What follows belongs to an exercise in optimizing a design on an open flow for small area; a production flow would make more cautious choices. RTL that was checked went through simulation tests only; none was proved equivalent to the original. No driver is modelled on the clock port, so clocking that relies on it looks cheaper here than on a real chip. Power is estimated from default activity; no workload was simulated.

## green
==> flow/design.v <==
`timescale 1ns / 100ps
module dx_spi_core
#(
	parameter DATA_WIDTH = 32,
	parameter DATA_COUNT_WIDTH = 8,
	parameter SCLK_COUNT_WIDTH = 16
)
(
	input wire clk,
	input wire rst,
	input wire [DATA_COUNT_WIDTH-1:0] spi_width_i,
	input wire cpol_i,
	input wire cpha_i,
	input wire [SCLK_COUNT_WIDTH-1:0] sclk_div_i,
	input wire mosi_stb,
	input wire [DATA_WIDTH-1:0] mosi_data_i,
	output wire miso_stb,
	output wire [DATA_WIDTH-1:0] miso_data_o,
	output wire ready_o,
	output reg [2:0] state_o,
	output wire [DATA_COUNT_WIDTH-1:0] data_count_o,
	output wire wr_edge,
	output wire rd_edge,
	output reg sclk,
	output reg mosi,
	input wire miso,
	output wire csn
);
localparam ST_IDLE   = 3'd0;
localparam ST_CONFIG = 3'd1;
localparam ST_PRE    = 3'd2;
localparam ST_EDGE_A = 3'd3;
localparam ST_EDGE_B = 3'd4;
localparam ST_POST   = 3'd5;
reg [2:0] state;
reg [4:0] spi_width;      
reg cpol;
reg cpha;
reg [15:0] sclk_div;
reg [15:0] sclk_count;
reg [5:0] data_count;
reg [31:0] sr;
wire st_idle = (state == ST_IDLE);
wire st_cfg  = (state == ST_CONFIG);
wire st_pre  = (state == ST_PRE);
wire st_a    = (state == ST_EDGE_A);
wire st_b    = (state == ST_EDGE_B);
wire st_post = (state == ST_POST);
wire accept  = st_idle & mosi_stb;
reg cnt_begin;            
wire cnt_done  = (sclk_count == sclk_div);
wire wr_ev = cnt_begin & (cpha ? st_a : (st_pre | st_b));
wire rd_ev = cnt_begin & (cpha ? (st_b | st_post) : st_a);
wire end_ev = cnt_begin & st_post & ~cpha;
wire [4:0] w_in = spi_width_i[4:0];
wire [31:0] keep;
genvar gi;
generate
	for (gi = 0; gi < 32; gi = gi + 1) begin : g_keep
		if (gi == 31)
			assign keep[gi] = ~rst;
		else
			assign keep[gi] = ~rst & ((w_in == 5'd0) | ({1'b0, w_in} >= 6'd32 - gi));
	end
endgenerate
always @(posedge clk) begin
	if (st_idle | cnt_done)
		sclk_count <= 16'd0;
	else
		sclk_count <= sclk_count + 1'b1;
	cnt_begin <= st_idle | cnt_done;
end
always @(posedge clk) begin
	if (rst) begin
		state <= ST_IDLE;
	end else begin
		case (state)
		ST_IDLE:   if (mosi_stb) state <= ST_CONFIG;
		ST_CONFIG: if (cnt_done) state <= ST_PRE;
		ST_PRE:    if (cnt_done) state <= ST_EDGE_A;
		ST_EDGE_A: if (cnt_done) state <= (data_count[4:0] == spi_width) ? ST_POST : ST_EDGE_B;
		ST_EDGE_B: if (cnt_done) state <= ST_EDGE_A;
		ST_POST:   if (cnt_done) state <= ST_IDLE;
		default:   state <= ST_IDLE;
		endcase
	end
end
always @(posedge clk) begin
	if (rst)
		cpol <= 1'b0;
	else if (accept)
		cpol <= cpol_i;
end
always @(posedge clk) begin
	if (accept) begin
		spi_width <= spi_width_i[4:0];
		cpha      <= cpha_i;
		sclk_div  <= sclk_div_i;
	end
end
wire sr_load  = rst | accept;
wire sr_shift = ~sr_load & rd_ev;
wire sr_hold  = ~sr_load & ~rd_ev;
always @(posedge clk) begin
	sr <= (mosi_data_i & keep & {32{accept}})
	    | ({sr[30:0], miso} & {32{sr_shift}})
	    | (sr & {32{sr_hold}});
end
always @(posedge clk) begin
	sclk <= cpol ^ st_a;
end
always @(posedge clk) begin
	if (st_idle | end_ev)
		mosi <= 1'b0;
	else if (wr_ev)
		mosi <= sr[31];
end
always @(posedge clk) begin
	if (st_idle | end_ev)
		data_count <= 6'd0;
	else if (wr_ev)
		data_count <= data_count + 1'b1;
end
wire st_bp = st_b | st_post;
wire first_a = (state_o == ST_PRE);    
assign wr_edge = cpha ? ((st_a & ~cnt_begin) | (st_bp & cnt_begin))
                      : (((st_pre | st_b) & ~cnt_begin) | (st_a & cnt_begin));
assign rd_edge = cpha ? ((st_a & cnt_begin & ~first_a) | (st_bp & ~cnt_begin) | miso_stb)
                      : ((st_a & ~cnt_begin) | (st_bp & cnt_begin));
always @(posedge clk) begin
	state_o <= state;
end
assign miso_stb = st_idle & (state_o == ST_POST);
assign ready_o = st_idle & ~miso_stb;
assign csn = ready_o | st_cfg | (st_pre & cnt_begin);
assign miso_data_o = sr;
assign data_count_o = {2'b00, data_count};
endmodule
==> flow/config.mk <==
export PLATFORM = sky130hd
export DESIGN_NAME = dx_spi_core
export DESIGN_NICKNAME = dx_spi_core
export VERILOG_FILES = /design/flow/design.v
export SDC_FILE = /design/flow/constraint.sdc
export NUM_CORES = 4
export LEC_CHECK = 0
export CAP_MARGIN = 20
export CORE_MARGIN = 2
export CORE_UTILIZATION = 40
export SLEW_MARGIN = 20
==> flow/constraint.sdc <==
create_clock -name core_clock -period 5.0 [get_ports {clk}]
set_input_delay 1.0000 -clock core_clock [delete_from_list [all_inputs] [get_ports {clk}]]
set_output_delay 1.0000 -clock core_clock [all_outputs]
set_load 0.01 [all_outputs]
standard.sh (not shown) runs the stock make flow with config.mk's settings and CLKGATE_MAP_FILE= SYNTH_SCRIPT=/design/flow/synth_recipe.tcl, a recipe that flattens the netlist after the stock synthesis.
==> flow/flow/run.sh <==
#!/bin/bash
# The standard layout (standard.sh) with these changes:
#  - synthesis maps the logic with an area-oriented ABC script (synth_area.tcl),
#  - the port buffers are the smallest buffer cell (buf_1),
#  - the clock tree uses clkbuf_8 and no dummy loads; after CTS, clock
#    buffers driving at most CLK_SMALL_FANOUT pins become clkbuf_4.
set -euo pipefail
here=$(pwd)
export AREA_ABC_SCRIPT="$here/flow/area.abc"
export BUFFER_PORTS_ARGS="-buffer_cell sky130_fd_sc_hd__buf_1"
export CTS_ARGS="-sink_clustering_enable -repair_clock_nets -dont_use_dummy_load -buf_list sky130_fd_sc_hd__clkbuf_8"
export POST_CTS_TCL="$here/flow/clk_resize.tcl"
export CLK_SMALL_FANOUT=10
sed "s#SYNTH_SCRIPT=[^ ]*#SYNTH_SCRIPT=$here/flow/synth_area.tcl#" standard.sh > standard_area.sh
grep -q "SYNTH_SCRIPT=$here/flow/synth_area.tcl" standard_area.sh
bash standard_area.sh > standard.log 2>&1
Other scripts of this flow, unchanged in this note and not shown: flow/flow/area.abc, flow/flow/clk_resize.tcl, flow/flow/synth_area.tcl
Here is what was changed in the inputs of orange compared with green.
diff --git a/flow/design.v b/flow/design.v
--- a/flow/design.v
+++ b/flow/design.v
@@ -20,6 +20,6 @@
 	output reg [2:0] state_o,
 	output wire [DATA_COUNT_WIDTH-1:0] data_count_o,
-	output wire wr_edge,
-	output wire rd_edge,
+	output reg wr_edge,
+	output reg rd_edge,
 	output reg sclk,
 	output reg mosi,
@@ -122,10 +122,18 @@
 		data_count <= data_count + 1'b1;
 end
-wire st_bp = st_b | st_post;
-wire first_a = (state_o == ST_PRE);    
-assign wr_edge = cpha ? ((st_a & ~cnt_begin) | (st_bp & cnt_begin))
-                      : (((st_pre | st_b) & ~cnt_begin) | (st_a & cnt_begin));
-assign rd_edge = cpha ? ((st_a & cnt_begin & ~first_a) | (st_bp & ~cnt_begin) | miso_stb)
-                      : ((st_a & ~cnt_begin) | (st_bp & cnt_begin));
+always @(posedge clk) begin
+	if (st_idle) begin
+		wr_edge <= 1'b0;
+		rd_edge <= 1'b0;
+	end else if (wr_ev) begin
+		wr_edge <= 1'b1;
+		rd_edge <= 1'b0;
+	end else if (rd_ev) begin
+		wr_edge <= 1'b0;
+		rd_edge <= 1'b1;
+	end else if (end_ev) begin
+		rd_edge <= 1'b0;
+	end
+end
 always @(posedge clk) begin
 	state_o <= state;
Findings:
green → orange: post-route total power rose by about 2.6%, power density over the cells rose 1.6%, final worst-path cycle share went down, worst setup skew after layout shows a reduction of 12 ps.
Global placement routability congestion delta for orange relative to green: 0.012 higher
Between orange and green, it is orange whose shortest period the worst path allows is lower, by 230 ps.
Diff green -> orange | power of the sequential group | up by a few percent
Relative to green, worst slew margin relative to its limit has increased by 1.6 points in orange.
For green, the master of the slowest instance on the critical path was nor3_1, unlike orange, where it was clkinv_1.
Clock edge transition at the registers on the reported setup and hold paths (higher): green
No functional check of the RTL was part of orange.

## port drivers added, routing unchanged
How much do the figures lean on ideal ports? The routed layouts below were timed once more, with nothing changed but the port constraints. Step 1 sets driving cells, clkbuf_16 on the clock port and buf_2 on the other inputs (assumed; they add their load-dependent delay and slew). Step 2 times the ports against the registers' clock, not the clock port: input delays grow and output delays shrink by t, the midpoint of the rising clock arrivals with the driver on. Three values: ideal, step 1, step 2; two values: the first two.
run | shift t [ns] | slack for setup (ns) | hold slack, ns
green | 0.372 | 1.598 / 1.567 / 1.287 | 0.409 / 0.409 / 0.409
orange | 0.372 | 1.824 / 1.837 / 1.464 | 0.379 / 0.379 / 0.379
After both steps setup and hold are still met in every run listed. The setup slack of orange, which loses most, moves by +0.013 ns with the drivers and by -0.360 ns with both steps.
